This design comes from an exercise in tuning for small area on the open sky130 flow, not from production work. Function was checked by simulation only, so behaviour that the tests miss may differ from the original.

--- flow/constraint.sdc ---
create_clock -name core_clock -period 250.0 [get_ports {clk}]
set_input_delay 50.0000 -clock core_clock [delete_from_list [all_inputs] [get_ports {clk}]]
set_output_delay 50.0000 -clock core_clock [all_outputs]
set_load 0.01 [all_outputs]
--- flow/standard.sh ---
#!/bin/bash
# synth_recipe.tcl (not shown) runs the flow's synth.tcl, then flattens the netlist and writes it again
# the make line also repeats each setting of config.mk as NAME=value (left out here)
make -C /OpenROAD-flow-scripts/flow DESIGN_CONFIG=/design/flow/config.mk WORK_HOME=/design/flow/orfs CLKGATE_MAP_FILE= SYNTH_SCRIPT=/design/flow/synth_recipe.tcl "${@:-finish}"
--- flow/config.mk ---
export PLATFORM = sky130hd
export DESIGN_NAME = cpu_top
export DESIGN_NICKNAME = cpu_top
export VERILOG_FILES = /design/flow/design.v
export SDC_FILE = /design/flow/constraint.sdc
export NUM_CORES = 4
export LEC_CHECK = 0
export ABC_AREA = 1
export CAP_MARGIN = 20
export CORE_MARGIN = 2
export CORE_UTILIZATION = 60
export CTS_BUF_LIST = sky130_fd_sc_hd__clkbuf_8
export CTS_CLUSTER_DIAMETER = 60
export CTS_CLUSTER_SIZE = 16
export SLEW_MARGIN = 20
--- flow/design.v ---
module serial_interface (
    input         clk,
    input         rst_n,
    input  [3:0]  prog_nibble_in,
    input prog_nibble_in_valid,
    output [11:0] frame_addr,
    output [7:0]  frame_cmd,
    output [31:0] frame_wdata,
    output        frame_valid,
    input         frame_ready
);
    reg [3:0]  nibble_counter;
    reg        valid_reg;
    reg [51:0] frame_sr;
    always @(posedge clk or negedge rst_n) begin
        if (!rst_n) begin
            nibble_counter <= 4'd0;
            valid_reg <= 1'b0;
        end
        else if (frame_ready || !valid_reg) begin
            if (nibble_counter > 4'd12) begin
                nibble_counter <= 4'd0;
                valid_reg <= 1'b1;
            end
            else begin
                if (prog_nibble_in_valid)
                    nibble_counter <= nibble_counter + 4'd1;
                valid_reg <= 1'b0;
            end
        end
    end
    always @(posedge clk) begin
        if ((frame_ready || !valid_reg) && nibble_counter <= 4'd12 && prog_nibble_in_valid)
            frame_sr <= {prog_nibble_in, frame_sr[51:4]};
    end
    assign frame_addr  = frame_sr[11:0];
    assign frame_cmd   = frame_sr[19:12];
    assign frame_wdata = frame_sr[51:20];
    assign frame_valid = valid_reg;
endmodule
module cmd_controller (
    input         clk,
    input         rst_n,
    input         frame_valid,
    input  [11:0] frame_addr,
    input  [7:0]  frame_cmd,
    input  [31:0] frame_wdata,
    output        frame_ready,
    output        cmd_start,
    output        cmd_busy,
    output [31:0] cmd_result,
    output        cmd_result_valid,
    output        cmd_error,
    output [1:0]  cmd_error_type,
    input         serializer_busy,
    output [11:0] mem_addr,
    output [31:0] mem_wdata,
    input  [31:0] mem_rdata,
    output        mem_wen,
    output        mem_cen
);
    localparam [2:0] S_IDLE = 3'd0, S_DEC = 3'd1, S_EXE = 3'd2, S_MEM = 3'd3,
                     S_WAIT = 3'd4, S_DONE = 3'd5, S_SER1 = 3'd6, S_SER2 = 3'd7;
    localparam [3:0] C_FILL0 = 4'd0, C_FILL1 = 4'd1, C_WRITE = 4'd2, C_READ = 4'd3,
                     C_WINC = 4'd4, C_RSEQ = 4'd5, C_INC = 4'd6, C_NOP = 4'd7,
                     C_ADD = 4'd8, C_SUB = 4'd9, C_MUL = 4'd10, C_DIV = 4'd11,
                     C_INV = 4'd12, C_AND = 4'd13, C_OR = 4'd14, C_XOR = 4'd15;
    reg [2:0]  state;
    reg [3:0]  cmd;
    reg        error_reg;
    reg [11:0] aq;           
    reg        pend;         
    reg [2:0]  k;            
    reg        wrapped;      
    reg        mem_wen_reg;
    reg        mem_cen_reg;
    reg [31:0] W;
    reg [47:0] P;
    wire [3:0] fcode = (frame_cmd[7:5] == 3'b000 && !frame_cmd[3]) ?
                       {frame_cmd[4], frame_cmd[2:0]} : C_NOP;
    wire is_fill   = (cmd[3:1] == 3'b000);
    wire is_arith  = cmd[3] && (cmd != C_INV);
    wire is_logic  = cmd[3] && !cmd[1] ? 1'b0 : 1'b0;
    wire is_mul    = (cmd == C_MUL);
    wire is_div    = (cmd == C_DIV);
    wire is_muldiv = (cmd[3:1] == 3'b101);
    wire [11:0] cnt;
    wire        cnt_co;
    rca #(12) u_cnt (.a(aq), .b(12'd0), .ci(pend), .s(cnt), .co(cnt_co));
    wire cnt_max = &cnt;
    wire le_a  = wrapped || (k == 3'd0);
    wire eq1   = !wrapped && (k == 3'd1);
    wire eq2   = !wrapped && (k == 3'd2);
    wire eq3   = !wrapped && (k == 3'd3);
    wire st_idle = (state == S_IDLE);
    wire st_exe  = (state == S_EXE);
    wire st_mem  = (state == S_MEM);
    wire st_wait = (state == S_WAIT);
    wire st_done = (state == S_DONE);
    wire [31:0] d = mem_rdata;
    wire [32:0] dor;          
    assign dor[32] = 1'b0;
    genvar gi;
    generate
        for (gi = 31; gi >= 0; gi = gi - 1) begin : g_dor
            assign dor[gi] = dor[gi+1] | d[gi];
        end
    endgenerate
    wire rdata_zero = !dor[0];
    wire        mfirst = st_wait && eq2;
    wire [7:0]  mb = st_wait ? (eq2 ? mem_rdata[7:0] : P[47:40]) :
                     st_exe  ? mem_rdata[15:8] : mem_rdata[23:16];
    wire [31:0] pin = mfirst ? 32'd0 : P[31:0];
    wire [31:0] mrow [0:8];
    wire [7:0]  mlo;
    assign mrow[0] = pin;
    generate
        for (gi = 0; gi < 8; gi = gi + 1) begin : g_mul
            wire [31:0] s;
            wire        co;
            rca #(32) u_add (.a(mrow[gi]), .b(W & {32{mb[gi]}}), .ci(1'b0), .s(s), .co(co));
            assign mlo[gi] = s[0];
            assign mrow[gi+1] = {co, s[31:1]};
        end
    endgenerate
    wire [31:0] macc = mrow[8];
    localparam integer DK  = 11;
    localparam integer DEW = 23 - DK;
    wire        pass2 = !st_wait && !is_mul;
    wire [22:0] qn;           
    wire [8:0]  qf;           
    wire [15:0] ncol = is_mul ? W[15:0] : ~d[15:0];
    generate
        for (gi = 0; gi < 23; gi = gi + 1) begin : g_div
            localparam integer NB = gi + 1;
            localparam integer MJ = gi - DK;                  
            localparam         MAPPED = (gi >= DK) && (gi < DK + 9);
            wire [NB-1:0] t;
            wire [NB-1:0] s;
            wire [NB-1:0] r;
            wire [NB-1:0] yb;
            wire          co;
            wire          x;
            wire          qsel;
            if (gi < 16) begin : g_m
                wire g = !is_mul || mem_rdata[31-gi];
                assign yb = ncol[NB-1:0] & {NB{g}};
            end else begin : g_d
                assign yb = ~d[NB-1:0];
            end
            if (MAPPED) begin : g_xm
                if (gi < 16) begin : g_xmm
                    assign x = is_mul ? macc[15-gi] : (pass2 ? W[8-MJ] : W[31-gi]);
                end else begin : g_xmd
                    assign x = pass2 ? W[8-MJ] : W[31-gi];
                end
            end else if (gi < 16) begin : g_xn
                assign x = is_mul ? macc[15-gi] : W[31-gi];
            end else begin : g_xd
                assign x = W[31-gi];
            end
            if (gi == 0) begin : g_t0
                assign t = x;
            end else if (gi == DK) begin : g_tk
                assign t = {(pass2 ? P[DK-1:0] : g_div[gi-1].r[gi-1:0]), x};
            end else begin : g_tn
                assign t = {g_div[gi-1].r[gi-1:0], x};
            end
            if (gi < 16) begin : g_c
                rca #(NB) u_sub (.a(t), .b(yb), .ci(!is_mul), .s(s), .co(co));
            end else begin : g_c1
                rca #(NB) u_sub (.a(t), .b(yb), .ci(1'b1), .s(s), .co(co));
            end
            wire q1 = co && !dor[NB];
            assign qn[22-gi] = q1;
            if (MAPPED) begin : g_ext
                wire [DEW-1:0] te;
                wire [DEW-1:0] se;
                wire [DEW-1:0] re;
                wire           coe;
                if (gi == DK) begin : g_te0
                    assign te = P[22:DK];
                end else begin : g_ten
                    assign te = g_div[gi-1].g_ext.re;
                end
                rca #(DEW) u_ext (.a(te), .b(~d[NB+DEW-1:NB]), .ci(co), .s(se), .co(coe));
                wire q2 = coe && !dor[NB+DEW];
                assign qf[8-MJ] = q2;
                assign qsel = pass2 ? q2 : q1;
                assign re = qsel ? se : te;
            end else begin : g_noext
                assign qsel = q1;
            end
            if (gi < 16) begin : g_rm
                assign r = (qsel || is_mul) ? s : t;
            end else begin : g_rd
                assign r = qsel ? s : t;
            end
        end
    endgenerate
    wire [15:0] r15 = g_div[15].r;
    wire [22:0] r22 = g_div[22].r;
    wire [31:0] r31 = {g_div[DK+8].g_ext.re, g_div[DK+8].r};
    wire [31:0] md_low  = is_mul ? {r15, mlo, P[39:32]} : {P[45:23], qf};
    wire        a_sub = (cmd == C_SUB);
    wire [31:0] ax = (cmd == C_INC) ? 32'd0 : W;
    wire [31:0] ay = {32{st_wait}} & (mem_rdata ^ {32{a_sub}});
    wire        aci = a_sub || (cmd == C_INC) || (cmd == C_WINC);
    wire [31:0] asum;
    wire        aco;
    rca #(32) u_alu (.a(ax), .b(ay), .ci(aci), .s(asum), .co(aco));
    reg [2:0] next_state;
    always @(*) begin
        next_state = state;
        case (state)
            S_IDLE: if (frame_valid) next_state = S_DEC;
            S_DEC:  next_state = S_EXE;
            S_EXE:
                if (is_fill && !cnt_max)
                    next_state = S_EXE;
                else if (cmd == C_WINC && !cnt_max)
                    next_state = S_EXE;
                else if (is_arith && le_a)
                    next_state = S_EXE;
                else
                    next_state = S_MEM;
            S_MEM:  next_state = S_WAIT;
            S_WAIT:
                if (cmd == C_RSEQ && cnt != 12'd0)
                    next_state = S_SER1;
                else if (is_arith && eq2)
                    next_state = S_EXE;
                else if (is_mul && eq3)
                    next_state = S_EXE;
                else if (is_div && eq3 && !error_reg)
                    next_state = S_EXE;
                else
                    next_state = S_DONE;
            S_SER1: next_state = S_SER2;
            S_SER2: if (!serializer_busy) next_state = S_EXE;
            S_DONE: next_state = S_IDLE;
            default: next_state = S_IDLE;
        endcase
    end
    wire exe_inc = is_fill || cmd == C_WINC || cmd == C_RSEQ || is_arith;
    wire wait_wr = (cmd == C_INC) || (cmd == C_INV) ||
                   (is_arith && !is_div && eq2) || (is_mul && eq3) ||
                   (is_div && !error_reg && ((eq2 && !rdata_zero) || eq3));
    always @(posedge clk or negedge rst_n) begin
        if (!rst_n) begin
            state <= S_IDLE;
            cmd <= 4'd0;
            error_reg <= 1'b0;
            aq <= 12'd0;
            pend <= 1'b0;
            k <= 3'd0;
            wrapped <= 1'b0;
            mem_wen_reg <= 1'b0;
            mem_cen_reg <= 1'b0;
        end
        else begin
            state <= next_state;
            case (state)
                S_IDLE: if (frame_valid) begin
                    cmd <= fcode;
                    aq <= frame_addr;
                    pend <= 1'b0;
                    k <= 3'd0;
                    wrapped <= 1'b0;
                    error_reg <= (frame_addr >= 12'hFFE && fcode[3:1] == 3'b100) ||
                                 (frame_addr >= 12'hFFD && fcode[3:1] == 3'b101);
                end
                S_EXE: begin
                    if (exe_inc) begin
                        aq <= cnt;
                        pend <= 1'b1;
                        k <= k + 3'd1;
                        if (cnt_max) wrapped <= 1'b1;
                    end
                    if (cmd != C_NOP) begin
                        mem_wen_reg <= (cmd[3:1] == 3'b000) || cmd == C_WRITE || cmd == C_WINC;
                        mem_cen_reg <= !(is_arith && !is_muldiv) || le_a || eq1;
                    end
                end
                S_MEM: begin
                    mem_wen_reg <= 1'b0;
                    mem_cen_reg <= 1'b0;
                end
                S_WAIT: begin
                    if (cmd == C_DIV && eq2 && !error_reg && rdata_zero)
                        error_reg <= 1'b1;
                    if (wait_wr) begin
                        aq <= cnt;
                        pend <= 1'b0;
                        mem_wen_reg <= 1'b1;
                        mem_cen_reg <= 1'b1;
                    end
                end
                S_DONE: begin
                    mem_wen_reg <= 1'b0;
                    mem_cen_reg <= 1'b0;
                end
                default: ;
            endcase
        end
    end
    always @(posedge clk) begin
        case (state)
            S_IDLE: if (frame_valid) W <= frame_wdata;
            S_EXE: begin
                if (is_mul) P[31:0] <= macc;
                if (is_fill)
                    W <= {32{cmd[0]}};
                else if (cmd == C_WINC && mem_cen_reg)
                    W <= asum;
                else if (is_div && eq2)
                    W <= r31;
            end
            S_MEM: begin
                if (is_arith && eq2) W <= mem_rdata;
                if (is_mul) P[31:0] <= macc;
            end
            S_WAIT: begin
                case (cmd)
                    C_READ, C_RSEQ: W <= mem_rdata;
                    C_INC, C_ADD, C_SUB: W <= asum;
                    C_INV: W <= ~mem_rdata;
                    C_AND: W <= W & mem_rdata;
                    C_OR:  W <= W | mem_rdata;
                    C_XOR: W <= W ^ mem_rdata;
                    C_MUL: if (eq3) W <= macc;
                    default: ;
                endcase
                if (is_mul) begin
                    P[31:0] <= macc;
                    if (eq2) P[47:32] <= {mem_rdata[31:24], mlo};
                end
                else        P <= {qn, r22};
            end
            default: ;
        endcase
    end
    assign frame_ready = st_idle;
    assign cmd_start = (state == S_DEC);
    assign cmd_busy = !st_idle;
    assign cmd_result = W;
    assign cmd_result_valid = (state == S_SER1) ||
        (st_done && (cmd == C_READ || cmd == C_RSEQ || cmd == C_INC || cmd == C_INV));
    assign cmd_error = error_reg;
    assign cmd_error_type = 2'b00;
    assign mem_addr = aq;
    assign mem_wdata = (st_exe && is_muldiv && eq2) ? md_low : W;
    assign mem_wen = mem_wen_reg;
    assign mem_cen = mem_cen_reg;
endmodule
module output_serializer (
    input         clk,
    input         rst_n,
    input  [31:0] data_in,
    input         data_valid,
    input         cmd_busy,
    output [3:0]  serial_out,
    output        serial_valid,
    output        serializer_busy
);
    reg [2:0]  nibble_counter;
    reg [31:0] data_reg;
    reg        busy_reg;
    always @(posedge clk or negedge rst_n) begin
        if (!rst_n) begin
            nibble_counter <= 3'd0;
            busy_reg <= 1'b0;
        end
        else begin
            if (data_valid && !busy_reg) begin
                nibble_counter <= 3'd0;
                busy_reg <= 1'b1;
            end
            else if (busy_reg) begin
                nibble_counter <= nibble_counter + 3'd1;
                if (nibble_counter == 3'd7)
                    busy_reg <= 1'b0;
            end
        end
    end
    always @(posedge clk) begin
        if (data_valid && !busy_reg)
            data_reg <= data_in;
        else
            data_reg <= {data_reg[31:28], data_reg[31:4]};
    end
    assign serial_out = data_reg[3:0];
    assign serial_valid = busy_reg;
    assign serializer_busy = busy_reg;
endmodule
module done_generator (
    input         clk,
    input         rst_n,
    input         cmd_start,
    input         cmd_busy,
    input         cmd_error,
    input  [1:0]  cmd_error_type,
    output        prog_done
);
    reg done_reg;
    reg [1:0] pulse_counter;
    reg error_pulse;
    always @(posedge clk or negedge rst_n) begin
        if (!rst_n) begin
            done_reg <= 1'b0;
            pulse_counter <= 2'd0;
            error_pulse <= 1'b0;
        end
        else begin
            if (cmd_busy && !cmd_start) begin
                if (cmd_error) begin
                    error_pulse <= 1'b1;
                    pulse_counter <= 2'd2;
                    done_reg <= 1'b1;
                end
                else begin
                    pulse_counter <= 2'd1;
                end
            end
            else if (pulse_counter > 0) begin
                pulse_counter <= pulse_counter - 2'd1;
                if (pulse_counter == 2'd1) begin
                    done_reg <= 1'b1;
                    error_pulse <= 1'b0;
                end
            end
            else begin
                done_reg <= 1'b0;
            end
        end
    end
    assign prog_done = done_reg;
endmodule
module rca #(parameter N = 32) (
    input  [N-1:0] a,
    input  [N-1:0] b,
    input          ci,
    output [N-1:0] s,
    output         co
);
    wire [N:0] c;
    assign c[0] = ci;
    genvar k;
    generate
        for (k = 0; k < N; k = k + 1) begin : g_fa
            assign s[k] = a[k] ^ b[k] ^ c[k];
            assign c[k+1] = (a[k] & b[k]) | (c[k] & (a[k] ^ b[k]));
        end
    endgenerate
    assign co = c[N];
endmodule
`timescale 1ns/1ps
module cpu_top (
    input         clk,
    input         rst_n,
    input  [3:0]  prog_nibble_in,
    input prog_nibble_in_valid,
    output [3:0]  prog_nibble_out,
    output        prog_out_valid,
    output        prog_done,
    output [11:0] mem_addr,
    output [31:0] mem_wdata,
    input  [31:0] mem_rdata,
    output        mem_wen,
    output        mem_cen
);
    wire [11:0] frame_addr;
    wire [7:0]  frame_cmd;
    wire [31:0] frame_wdata;
    wire        frame_valid;
    wire        frame_ready;
    wire        cmd_start;
    wire        cmd_busy;
    wire [31:0] cmd_result;
    wire        cmd_result_valid;
    wire        cmd_error;
    wire [1:0]  cmd_error_type;
    wire        serializer_busy;
    serial_interface u_serial_if (
        .clk            (clk),
        .rst_n          (rst_n),
        .prog_nibble_in (prog_nibble_in),
        .prog_nibble_in_valid (prog_nibble_in_valid),
        .frame_addr     (frame_addr),
        .frame_cmd      (frame_cmd),
        .frame_wdata    (frame_wdata),
        .frame_valid    (frame_valid),
        .frame_ready    (frame_ready)
    );
    cmd_controller u_cmd_ctrl (
        .clk                (clk),
        .rst_n              (rst_n),
        .frame_valid        (frame_valid),
        .frame_addr         (frame_addr),
        .frame_cmd          (frame_cmd),
        .frame_wdata        (frame_wdata),
        .frame_ready        (frame_ready),
        .cmd_start          (cmd_start),
        .cmd_busy           (cmd_busy),
        .cmd_result         (cmd_result),
        .cmd_result_valid   (cmd_result_valid),
        .cmd_error          (cmd_error),
        .cmd_error_type     (cmd_error_type),
	.serializer_busy    (serializer_busy),
        .mem_addr           (mem_addr),
        .mem_wdata          (mem_wdata),
        .mem_rdata          (mem_rdata),
        .mem_wen            (mem_wen),
        .mem_cen            (mem_cen)
    );
    output_serializer u_out_serializer (
        .clk                (clk),
        .rst_n              (rst_n),
        .data_in            (cmd_result),
        .data_valid         (cmd_result_valid),
        .cmd_busy           (cmd_busy),
        .serial_out         (prog_nibble_out),
        .serial_valid       (prog_out_valid),
        .serializer_busy    (serializer_busy)
    );
    done_generator u_done_gen (
        .clk            (clk),
        .rst_n          (rst_n),
        .cmd_start      (cmd_start),
        .cmd_busy       (cmd_busy),
        .cmd_error      (cmd_error),
        .cmd_error_type (cmd_error_type),
        .prog_done      (prog_done)
    );
endmodule
--- flow/flow/run.sh ---
#!/bin/bash
# The standard layout (standard.sh, unchanged), with the port buffers
# made from the smallest buffer cell and no dummy loads in the clock tree.
set -o pipefail
export BUFFER_PORTS_ARGS="-buffer_cell sky130_fd_sc_hd__buf_1"
export CTS_ARGS="-sink_clustering_enable -repair_clock_nets -sink_clustering_size 16 -sink_clustering_max_diameter 60 -buf_list sky130_fd_sc_hd__clkbuf_8 -dont_use_dummy_load"
bash standard.sh > standard.log 2>&1
==> impl_metrics.env, run 1 <==
export IMPL_overflow=0
export IMPL_htree_num_levels=1
export IMPL_outcome="no timing/DRC/antenna violations"
export IMPL_tritoncts="built"
export IMPL_yosys_register_bits=203
export IMPL_drtAntennaViolNets=0
export IMPL_global_route_wire_length_before_repair_microns=202300
export IMPL_drt_pass1_iterations=19
export IMPL_post_route_cells_drive_above_1_share=0.07349
export IMPL_maxSlewViolCount=0
export IMPL_crit_path_max_fanout=48
export IMPL_synth_fp_nets=4917
export IMPL_regMostFlops="u_serial_if.frame_sr"
export IMPL_post_route_worst_setup_slack_ps=9358
export IMPL_ys_warnings_count=4
export IMPL_dp_hpwl_microns=108000
export IMPL_total_via_count_in_the_routed_design=32158
export IMPL_async_reset_ff_frac=0.1921
export IMPL_antenna_found_initial=6
export IMPL_drt_vias_per_instance=6.578
export IMPL_synth_lib_cells_used_distinct=61
export IMPL_die_h_microns=243.7
export IMPL_initialDrtViolationCount=4204
export IMPL_crit_path_largest_cell_delay_ps=730
export IMPL_synth_sequential_area_ratio=0.1630
export IMPL_timing_startpoint_of_the_critical_path="mem_rdata[16]"
export IMPL_report_final_hold_viol_count=0
export IMPL_core_area_sq_um=56600
export IMPL_core_rowCount=87
export IMPL_clk_insertion_delay_late_ps=660
export IMPL_largest_net_degree_at_the_start_of_global_routing=65
export IMPL_drv_cap=0
export IMPL_via_count_of_the_first_global_routing_pass=31980
export IMPL_gpl_final_weighted_congestion=1.089
export IMPL_criticalPathCategory="in2out"
export IMPL_globalRouteTotalUtil=0.4668
export IMPL_min_path_type="reg2reg"
export IMPL_numClockSinks=203
export IMPL_synth_enable_flop_cells=136
export IMPL_post_synth_inst_count=4121
export IMPL_worst_slew_pin_transition_ps=1108
export IMPL_finish_utilization=0.6379
export IMPL_avgSynthCellArea_sq_um=8.368
export IMPL_layout_nets=4921
export IMPL_count_of_filler_cells_inserted_in_the_layout=4922
export IMPL_timing_slew_headroom=0.2538
export IMPL_drc_violation_count_after_routing=0
export IMPL_post_cts_resize_count=0
export IMPL_detail_route_wl_per_cell_microns=28.02
export IMPL_critical_path_required_ps=200000
export IMPL_syn_area_sq_um=34490
export IMPL_worst_endpoint_arrival_ps=190640
export IMPL_skew_ps=86.68
export IMPL_top_regs="u_serial_if.frame_sr x52, u_cmd_ctrl.P x48"
export IMPL_min_period_over_period=0.9626
export IMPL_holdCritStartpoint="u_out_serializer.data_reg[26]"
export IMPL_post_cts_setup_buffer_count=0
export IMPL_final_instance_count_without_filler_cells=4889
export IMPL_largest_register_ffs=52
export IMPL_detailedPlace_worstSlack_ps=9990
export IMPL_holdBufCountCts=0
export IMPL_die_x_microns=243.7
export IMPL_fp_dieArea_sq_um=59410
export IMPL_initial_core_util=0.6092
export IMPL_areaGrowthSynthToFinish_pct=4.709
export IMPL_finalWorstPathRequiredPeriod_ps=240640
export IMPL_setup_worst_path_end_class="output pin"
export IMPL_fmax_mhz=4.156
export IMPL_clockRootBuffer="clkbuf_8"
export IMPL_placedCellCount=4853
export IMPL_setup_repair_after_global_routing_missed_its_margin="no"
export IMPL_mostFrequentLayoutCells="nand2_1, fa_1, nor2_1"
export IMPL_cts_clk_slew_worst_paths_ps=80
export IMPL_layout_commonest_cell="nand2_1"
export IMPL_clock_path_buffers=3
export IMPL_postRouteWirelength_microns=137000
export IMPL_setup_violations_final=0
export IMPL_dominantRegCellSynth="edfxtp_1"
export IMPL_port_buffers=90
export IMPL_worst_path_most_repeated_cell="fa_1"
export IMPL_critical_path_startpoint_type="input pin"
export IMPL_timing_critical_path_slowest_stage_cell="inv_1"
export IMPL_reg2reg_from="u_cmd_ctrl.state[1]"
export IMPL_fin_setup_tns_ps=0
export IMPL_floorplan_io_pins=91
export IMPL_cts_made_buffers=25
## cells in the mapped netlist (5+ instances only)
master | n | area share
o21ai_0 | 279 | 0.040
nand4_4 | 5 | 0.0031
mux2_2 | 12 | 0.0039
fa_1 | 656 | 0.38
o221ai_1 | 13 | 0.0033
a221oi_1 | 6 | 0.0015
o211ai_1 | 26 | 0.0057
nand4_1 | 18 | 0.0033
buf_2 | 20 | 0.0029
mux2i_1 | 17 | 0.0049
o21a_1 | 9 | 0.0020
dfrtp_1 | 39 | 0.028
dfxtp_1 | 28 | 0.016
clkbuf_1 | 158 | 0.017
and2_1 | 9 | 0.0016
a2111oi_0 | 7 | 0.0018
o2111ai_1 | 20 | 0.0051
buf_4 | 15 | 0.0033
o22ai_1 | 24 | 0.0044
nand3_1 | 137 | 0.020
nand2_1 | 989 | 0.11
nor2_4 | 7 | 0.0023
buf_1 | 18 | 0.0020
a21oi_1 | 141 | 0.020
inv_1 | 351 | 0.038
nor2_1 | 521 | 0.057
a22oi_1 | 36 | 0.0078
a31oi_1 | 69 | 0.013
nand3_2 | 14 | 0.0041
or2_2 | 46 | 0.0083
nor3_1 | 28 | 0.0041
edfxtp_1 | 136 | 0.12
o21ai_1 | 14 | 0.0020
inv_2 | 19 | 0.0021
o21bai_1 | 9 | 0.0020
nand2_2 | 28 | 0.0051
nor4_1 | 8 | 0.0015
clkinv_1 | 40 | 0.0044
ha_1 | 101 | 0.037
o21ai_2 | 8 | 0.0020
## final timing paths
kind	to	slack, ps	cells past startpoint
max in group asynchronous	u_cmd_ctrl.aq[2]	199960	1
worst min-delay path	u_out_serializer.data_reg[22]	440	2
worst min register to register	u_out_serializer.data_reg[22]	440	2
worst max register to register	u_cmd_ctrl.P[18]	80750	558
worst max-delay path	mem_wdata[0]	9360	472
min in group asynchronous	u_cmd_ctrl.aq[7]	49450	1
## final cells by class
cell class,instances,area (sq um),area share
sequential,203,5620,0.1556
inverter,411,1545,0.04279
multi-input combinational,3295,26540,0.7349
antenna,10,25.02,0.0006930
timing repair buffer,189,1092,0.03025
tap,756,945.9,0.02620
clock buffer,25,344.1,0.009529
## critical path: cells and delay by family
family,cells,cell delay (ps)
multiplexers,1,140
AO/OA/AOI/OAI,24,4590
buffers and inverters,60,8560
adder cells (fa/ha/maj),329,119540
AND/OR/NAND/NOR,58,7550
## layer usage
metal / vias up / track usage / routed length [microns] / share of wire
li1: 13284 / - / - / -
met1: 15736 / 0.5820 / 46190 / 0.34
met2: 2466 / 0.6797 / 57690 / 0.42
met3: 670 / 0.1679 / 20750 / 0.15
met4: 2 / 0.3219 / 12360 / 0.090
met5: - / 0 / 10 / 0.000073
## kinds of logic after synthesis
group	count (synthesis)	share of synthesized area
multiplexers	29	0.008853
buffers and inverters	623	0.07046
adder cells (fa/ha/maj)	757	0.4175
AO/OA/AOI/OAI	690	0.1203
flip-flops	203	0.1630
AND/OR/NAND/NOR	1814	0.2186
XOR/XNOR	5	0.001270
## per-stage QoR
step           hold slack, ps  area (sq um)
2_1_floorplan           405.6         34490
3_3_place_gp            414.3         35700
3_5_place_dp            421.3         35710
4_1_cts                 434.0         36050
5_1_grt                 452.9         36090
6_report                439.6         36110
==> run 2, diff against run 1 <==
--- a/flow/design.v
+++ b/flow/design.v
@@ -201,7 +201,7 @@
     wire [15:0] r15 = g_div[15].r;
     wire [22:0] r22 = g_div[22].r;
     wire [31:0] r31 = {g_div[DK+8].g_ext.re, g_div[DK+8].r};
-    wire [31:0] md_low  = is_mul ? {r15, mlo, P[39:32]} : {P[45:23], qf};
+    wire [31:0] md_low  = is_mul ? {r15, mlo, P[39:32]} : {W[31:9], qf};
     wire        a_sub = (cmd == C_SUB);
     wire [31:0] ax = (cmd == C_INC) ? 32'd0 : W;
     wire [31:0] ay = {32{st_wait}} & (mem_rdata ^ {32{a_sub}});
@@ -209,6 +209,9 @@
     wire [31:0] asum;
     wire        aco;
     rca #(32) u_alu (.a(ax), .b(ay), .ci(aci), .s(asum), .co(aco));
+    wire        l_and = (cmd == C_AND) || (cmd == C_OR);
+    wire        l_xor = (cmd == C_XOR) || (cmd == C_OR);
+    wire [31:0] lres = ((W & mem_rdata) & {32{l_and}}) | ((W ^ mem_rdata) & {32{l_xor}});
     reg [2:0] next_state;
     always @(*) begin
         next_state = state;
@@ -325,9 +328,7 @@
                     C_READ, C_RSEQ: W <= mem_rdata;
                     C_INC, C_ADD, C_SUB: W <= asum;
                     C_INV: W <= ~mem_rdata;
-                    C_AND: W <= W & mem_rdata;
-                    C_OR:  W <= W | mem_rdata;
-                    C_XOR: W <= W ^ mem_rdata;
+                    C_AND, C_OR, C_XOR: W <= lres;
                     C_MUL: if (eq3) W <= macc;
                     default: ;
                 endcase
@@ -335,7 +336,8 @@
                     P[31:0] <= macc;
                     if (eq2) P[47:32] <= {mem_rdata[31:24], mlo};
                 end
-                else        P <= {qn, r22};
+                else        P[22:0] <= r22;
+                if (is_div && eq2) W[31:9] <= qn;
             end
             default: ;
         endcase
==> impl_metrics.env, run 2 <==
export IMPL_post_cts_setup_buffer_count=0
export IMPL_areaGrowthSynthToFinish_pct=5.057
export IMPL_clock_path_buffers=3
export IMPL_synth_top_cells_by_area="fa_1, edfxtp_1, nand2_1"
export IMPL_maxSlewViolCount=0
export IMPL_die_h_microns=241.7
export IMPL_cts_made_buffers=25
export IMPL_post_route_cells_drive_above_1_share=0.08971
export IMPL_fmax_mhz=4.187
export IMPL_reg2reg_from="u_cmd_ctrl.state[1]"
export IMPL_drtAntennaViolNets=0
export IMPL_global_route_wire_length_before_repair_microns=192700
export IMPL_post_cts_resize_count=0
export IMPL_globalRouteTotalUtil=0.4457
export IMPL_timing_critical_path_max_delay_family="adder cells"
export IMPL_worst_slew_pin_transition_ps=1197
export IMPL_synth_sequential_area_ratio=0.1658
export IMPL_worstPathBufferInverterCount=71
export IMPL_floorplan_io_pins=91
export IMPL_largest_register_ffs=52
export IMPL_skew_ps=112.3
export IMPL_total_via_count_in_the_routed_design=30529
export IMPL_die_x_microns=241.7
export IMPL_layout_nets=4790
export IMPL_avgSynthCellArea_sq_um=8.491
export IMPL_top_regs="u_serial_if.frame_sr x52, u_cmd_ctrl.P x48"
export IMPL_synth_most_common_cell="nand2_1"
export IMPL_critical_path_startpoint_type="input pin"
export IMPL_gpl_final_weighted_congestion=1.071
export IMPL_multiInputGateArea_sq_um=25940
export IMPL_largest_net_degree_at_the_start_of_global_routing=62
export IMPL_ys_warnings_count=4
export IMPL_holdBufCountCts=0
export IMPL_htree_num_levels=1
export IMPL_drv_cap=0
export IMPL_cts_clk_slew_worst_paths_ps=100
export IMPL_async_reset_ff_frac=0.1921
export IMPL_criticalPathCategory="in2out"
export IMPL_dominantRegCellSynth="edfxtp_1"
export IMPL_crit_path_max_fanout=59
export IMPL_initial_core_util=0.6035
export IMPL_finalWorstPathRequiredPeriod_ps=238850
export IMPL_dp_hpwl_microns=102200
export IMPL_postPlaceCellArea_sq_um=35250
export IMPL_setup_repair_after_global_routing_missed_its_margin="no"
export IMPL_port_buffers=90
export IMPL_crit_path_largest_cell_delay_ps=730
export IMPL_post_synth_inst_count=3992
export IMPL_worst_endpoint_arrival_ps=188850
export IMPL_synth_largest_type_area_fraction=0.3874
export IMPL_synth_enable_flop_cells=136
export IMPL_fp_dieArea_sq_um=58410
export IMPL_regMostFlops="u_serial_if.frame_sr"
export IMPL_detailedPlace_worstSlack_ps=12030
export IMPL_worst_path_most_repeated_cell="fa_1"
export IMPL_syn_area_sq_um=33900
export IMPL_core_area_sq_um=56170
export IMPL_endpoint_worst_hold="u_out_serializer.data_reg[27]"
export IMPL_via_count_of_the_first_global_routing_pass=31056
export IMPL_drt_vias_per_instance=6.380
export IMPL_numClockSinks=203
export IMPL_antenna_found_initial=13
export IMPL_holdCritStartpoint="u_out_serializer.data_reg[31]"
export IMPL_core_rowCount=87
export IMPL_mostFrequentLayoutCells="nand2_1, fa_1, nor2_1"
export IMPL_register_area_sq_um=5620
export IMPL_regToRegEndpoint="u_cmd_ctrl.W[9]"
export IMPL_reg2reg_depth=574
export IMPL_initialDrtViolationCount=3590
export IMPL_min_path_type="reg2reg"
export IMPL_holdPathStages=2
export IMPL_synth_top_cells_by_count="nand2_1, fa_1, nor2_1"
export IMPL_count_of_filler_cells_inserted_in_the_layout=4935
export IMPL_setup_worst_path_end_class="output pin"
export IMPL_critical_path_depth=486
export IMPL_clockRootBuffer="clkbuf_8"
export IMPL_post_route_worst_setup_slack_ps=11150
export IMPL_report_final_hold_viol_count=0
export IMPL_layout_commonest_cell="nand2_1"
export IMPL_synth_fp_nets=4756
export IMPL_detail_route_wl_per_cell_microns=26.72
export IMPL_fin_setup_tns_ps=0
export IMPL_overflow=0
export IMPL_yosys_register_bits=203
export IMPL_yosys_area_top_type="fa_1"
export IMPL_tritoncts="built"
export IMPL_clk_insertion_delay_late_ps=660
export IMPL_ff2ff_setup_slack_ps=82220
export IMPL_finish_instance_area_sq_um=35610
export IMPL_min_period_over_period=0.9554
export IMPL_timing_critical_path_slowest_stage_cell="inv_1"
export IMPL_timing_slew_headroom=0.2014
export IMPL_post_route_worst_hold_slack_ps=402.1
export IMPL_drt_pass1_iterations=7
export IMPL_drc_violation_count_after_routing=0
export IMPL_outcome="no timing/DRC/antenna violations"
export IMPL_critical_path_required_ps=200000
export IMPL_setup_violations_final=0
export IMPL_synth_lib_cells_used_distinct=70
export IMPL_postRouteWirelength_microns=127900
run 2: cell types whose count changed after synthesis, moves of 22 or more:
cell,previous run,this run
o21ai_0,279,223
clkbuf_1,158,131
inv_1,351,382
nand3_1,137,99
ha_1,101,69
nand2_1,989,960
a21oi_1,141,119
run 2: tightest hold or removal path, stage by stage, from the launching register on:
cell and delay (ps):
edfxtp_1 310, nand2_1 50, o21ai_0 50
run 2: cell type report:
| cell class | instances | area share |
|---|---|---|
| inverter | 426 | 0.04494 |
| multi-input combinational | 3173 | 0.7285 |
| antenna | 5 | 0.0003514 |
| clock buffer | 25 | 0.009662 |
| tap | 756 | 0.02656 |
| sequential | 203 | 0.1578 |
| timing repair buffer | 197 | 0.03215 |
run 2: logic make-up after synthesis:
group | after synthesis | share of synthesized area
mux | 34 | 0.01063
xor+xnor | 4 | 0.001034
flops | 203 | 0.1658
compound gates | 655 | 0.1195
simple gates | 1755 | 0.2192
buf+inv | 616 | 0.07095
fa+ha+maj | 725 | 0.4129
run 2: how the worst max path moves through the flow:
| stage | start | end | slack, ps |
|---|---|---|---|
| global placement | mem_rdata[8] | mem_wdata[0] | 14970 |
| CTS | mem_rdata[8] | mem_wdata[0] | 11950 |
| global route | mem_rdata[8] | mem_wdata[0] | 5660 |
| floorplan | mem_rdata[8] | mem_wdata[0] | 26310 |
| finish | mem_rdata[8] | mem_wdata[0] | 11150 |
| detailed placement | mem_rdata[8] | mem_wdata[0] | 12030 |
run 2: metal layers:
metal	part of all wire	track usage	vias to the layer above
li1	-	-	12875
met1	0.35	0.5572	15170
met2	0.44	0.6702	1905
met3	0.12	0.1333	565
met4	0.089	0.3054	14
met5	0.00090	0	-
run 2: through the flow:
stage            util  instances
6_report       0.6340       4785
5_1_grt        0.6339       4782
4_1_cts        0.6338       4780
3_5_place_dp   0.6276       4755
3_3_place_gp   0.6276       4755
2_1_floorplan       -       3992
==> run 3, diff against run 2 <==
--- a/flow/design.v
+++ b/flow/design.v
@@ -203,8 +203,8 @@
     wire [31:0] r31 = {g_div[DK+8].g_ext.re, g_div[DK+8].r};
     wire [31:0] md_low  = is_mul ? {r15, mlo, P[39:32]} : {W[31:9], qf};
     wire        a_sub = (cmd == C_SUB);
-    wire [31:0] ax = (cmd == C_INC) ? 32'd0 : W;
-    wire [31:0] ay = {32{st_wait}} & (mem_rdata ^ {32{a_sub}});
+    wire [31:0] ax = (cmd == C_INC || cmd == C_INV || cmd == C_READ || cmd == C_RSEQ) ? 32'd0 : W;
+    wire [31:0] ay = {32{st_wait}} & (mem_rdata ^ {32{a_sub || cmd == C_INV}});
     wire        aci = a_sub || (cmd == C_INC) || (cmd == C_WINC);
     wire [31:0] asum;
     wire        aco;
@@ -325,9 +325,7 @@
             end
             S_WAIT: begin
                 case (cmd)
-                    C_READ, C_RSEQ: W <= mem_rdata;
-                    C_INC, C_ADD, C_SUB: W <= asum;
-                    C_INV: W <= ~mem_rdata;
+                    C_READ, C_RSEQ, C_INC, C_INV, C_ADD, C_SUB: W <= asum;
                     C_AND, C_OR, C_XOR: W <= lres;
                     C_MUL: if (eq3) W <= macc;
                     default: ;
==> impl_metrics.env, run 3 <==
export IMPL_htree_num_levels=1
export IMPL_synth_top_cells_by_area="fa_1, edfxtp_1, nand2_1"
export IMPL_port_buffers=90
export IMPL_worst_path_most_repeated_cell="fa_1"
export IMPL_antenna_found_initial=6
export IMPL_fin_setup_tns_ps=0
export IMPL_yosys_register_bits=203
export IMPL_postRouteWirelength_microns=124500
export IMPL_regMostFlops="u_serial_if.frame_sr"
export IMPL_clock_path_buffers=3
export IMPL_syn_area_sq_um=33570
export IMPL_setup_worst_path_end_class="output pin"
export IMPL_ys_warnings_count=4
export IMPL_yosys_area_top_type="fa_1"
export IMPL_drt_vias_per_instance=6.357
export IMPL_min_period_over_period=0.9510
export IMPL_layout_commonest_cell="nand2_1"
export IMPL_clk_insertion_delay_late_ps=670
export IMPL_reg2reg_from="u_cmd_ctrl.state[1]"
export IMPL_drc_violation_count_after_routing=0
export IMPL_holdBufCountCts=0
export IMPL_cts_made_buffers=25
export IMPL_clockRootBuffer="clkbuf_8"
export IMPL_post_cts_resize_count=0
export IMPL_layout_nets=4701
export IMPL_criticalPathCategory="in2out"
export IMPL_setup_violations_final=0
export IMPL_core_area_sq_um=55200
export IMPL_finalWorstPathRequiredPeriod_ps=237750
export IMPL_floorplan_io_pins=91
export IMPL_synth_largest_type_area_fraction=0.3912
export IMPL_overflow=0
export IMPL_mostFrequentLayoutCells="nand2_1, fa_1, nor2_1"
export IMPL_worst_endpoint_arrival_ps=187750
export IMPL_largest_register_ffs=52
export IMPL_worst_slew_pin_transition_ps=1230
export IMPL_maxSlewViolCount=0
export IMPL_timing_slew_headroom=0.1747
export IMPL_tritoncts="built"
export IMPL_areaGrowthSynthToFinish_pct=5.031
export IMPL_min_path_type="reg2reg"
export IMPL_post_synth_inst_count=3905
export IMPL_timing_critical_path_slowest_stage_cell="clkinv_1"
export IMPL_drt_pass1_iterations=8
export IMPL_drv_cap=0
export IMPL_total_via_count_in_the_routed_design=29787
export IMPL_globalRouteTotalUtil=0.4465
export IMPL_synth_fp_nets=4669
export IMPL_post_route_cells_drive_above_1_share=0.08971
export IMPL_cts_clk_slew_worst_paths_ps=100
export IMPL_dp_hpwl_microns=100700
export IMPL_avgSynthCellArea_sq_um=8.597
export IMPL_via_count_of_the_first_global_routing_pass=30372
export IMPL_core_rowCount=86
export IMPL_initial_core_util=0.6082
export IMPL_die_h_microns=240.5
export IMPL_gpl_final_weighted_congestion=1.086
export IMPL_global_route_wire_length_before_repair_microns=187300
export IMPL_setup_repair_after_global_routing_missed_its_margin="no"
export IMPL_die_x_microns=240.5
export IMPL_numClockSinks=203
export IMPL_holdCritStartpoint="u_out_serializer.data_reg[17]"
export IMPL_synth_top_cells_by_count="nand2_1, fa_1, nor2_1"
export IMPL_crit_path_max_fanout=33
export IMPL_synth_most_common_cell="nand2_1"
export IMPL_synth_enable_flop_cells=136
export IMPL_largest_net_degree_at_the_start_of_global_routing=59
export IMPL_timing_startpoint_of_the_critical_path="mem_rdata[16]"
export IMPL_async_reset_ff_frac=0.1921
export IMPL_synth_lib_cells_used_distinct=64
export IMPL_outcome="no timing/DRC/antenna violations"
export IMPL_drtAntennaViolNets=0
export IMPL_dominantRegCellSynth="edfxtp_1"
export IMPL_detail_route_wl_per_cell_microns=26.57
export IMPL_synth_sequential_area_ratio=0.1674
export IMPL_post_cts_setup_buffer_count=0
export IMPL_crit_path_largest_cell_delay_ps=690
export IMPL_skew_ps=141.4
export IMPL_initialDrtViolationCount=3586
export IMPL_critical_path_required_ps=200000
export IMPL_count_of_filler_cells_inserted_in_the_layout=4834
export IMPL_report_final_hold_viol_count=0
export IMPL_top_regs="u_serial_if.frame_sr x52, u_cmd_ctrl.P x48"
export IMPL_critical_path_startpoint_type="input pin"
export IMPL_fp_dieArea_sq_um=57860
export IMPL_fmax_mhz=4.206
==> run 3: cell types whose count changed after synthesis, sizes merged, moves of 10 or more <==
cell | previous run | this run
nor4 | 12 | 2
a22oi | 53 | 30
a221oi | 8 | 32
nand3 | 126 | 114
o22ai | 30 | 14
o211ai | 18 | 35
nand2 | 1004 | 974
o21ai | 256 | 234
==> run 3: metal layers <==
layer / share of wire / GRT usage
met1: 0.35 / 0.5562
met5: 0.00035 / 0
met3: 0.13 / 0.1487
met2: 0.44 / 0.6746
met4: 0.080 / 0.2793
==> run 3: kinds of logic (layout without fill, tap and decap cells) <==
kind of cell,count (synthesis),count (layout),synth area share
buffers and inverters,606,636,0.07036
DFF,203,203,0.1674
adders and majority gates,725,725,0.4169
xor gates and xnor gates,5,5,0.001305
AOI/OAI and AO/OA,626,626,0.1173
and+or+nand+nor,1697,1697,0.2133
muxes,43,43,0.01342
other,0,3,0
==> run 3: worst paths after layout <==
| check | slack [ps] | cells past startpoint | to |
|---|---|---|---|
| hold / removal | 420 | 2 | u_out_serializer.data_reg[13] |
| setup reg to reg | 84020 | 569 | u_cmd_ctrl.P[1] |
| max in group asynchronous | 199890 | 1 | u_cmd_ctrl.state[2] |
| hold reg to reg | 420 | 2 | u_out_serializer.data_reg[13] |
| setup / recovery | 12250 | 481 | mem_wdata[0] |
| min in group asynchronous | 49480 | 1 | u_cmd_ctrl.aq[0] |
==> run 3: per-stage QoR <==
| stage | hold WS, ps | util | instances | setup WS, ps | instance area (sq um) |
|---|---|---|---|---|---|
| finish | 424.6 | 0.6388 | 4686 | 12250 | 35260 |
| global placement | 413.9 | 0.6321 | 4657 | 16450 | 34890 |
| floorplan | 405.6 | - | 3905 | 25880 | 33570 |
| global route | 448.3 | 0.6387 | 4683 | 6868 | 35250 |
| CTS | 420.2 | 0.6384 | 4682 | 12710 | 35240 |
| detailed placement | 417.7 | 0.6321 | 4657 | 12810 | 34890 |
==> run 3: final cells by class <==
type	instances	area (sq um)	area share
well taps	748	935.9	0.02654
inverters	417	1568	0.04446
clock buffers	25	344.1	0.009758
repair buffers	194	1119	0.03172
multi-input cells	3096	25670	0.7279
diodes	3	7.507	0.0002129
flip-flops and latches	203	5620	0.1594
==> run 3: critical path: cells and delay by family <==
kind	cells	cell delay, ps
multiplexers	4	1240
buffers and inverters	66	7990
AND/OR/NAND/NOR	65	8550
adder cells (fa/ha/maj)	329	116470
AO/OA/AOI/OAI	17	3270

==> what the ideal ports hide <==
The flow's constraints put no driver on any port. The routed layouts listed below were extracted and timed again, unchanged, in two steps.
Step 1: set_driving_cell puts a clkbuf_16 on clk and a buf_2 on each other input, an assumption about the parent block.
Step 2 adds t to the input delays and takes it off the output delays; t is the mean of the earliest and latest rising clock arrival at the registers after step 1. Input paths then give back, and output paths get back, about the clock's delay inside the block.
a / b / c = no drivers / after step 1 / after step 2; a / b = the first two.
run | t, ns | setup slack, ns | worst hold slack (ns) | worst setup path after step 2 | clock arrival spread, ns
run 1 | 0.671 | 9.358 / 9.329 / 9.329 | 0.440 / 0.440 / 0.440 | input to output | 0.088 / 0.087
run 2 | 0.659 | 11.152 / 11.129 / 11.129 | 0.402 / 0.402 / 0.402 | input to output | 0.118 / 0.118
run 3 | 0.663 | 12.246 / 12.219 / 12.219 | 0.425 / 0.425 / 0.425 | input to output | 0.141 / 0.141
After both steps setup and hold are still met in every run listed. For run 1, which loses most, drivers alone change the setup slack by -0.029 ns; drivers and shift together by -0.029 ns.
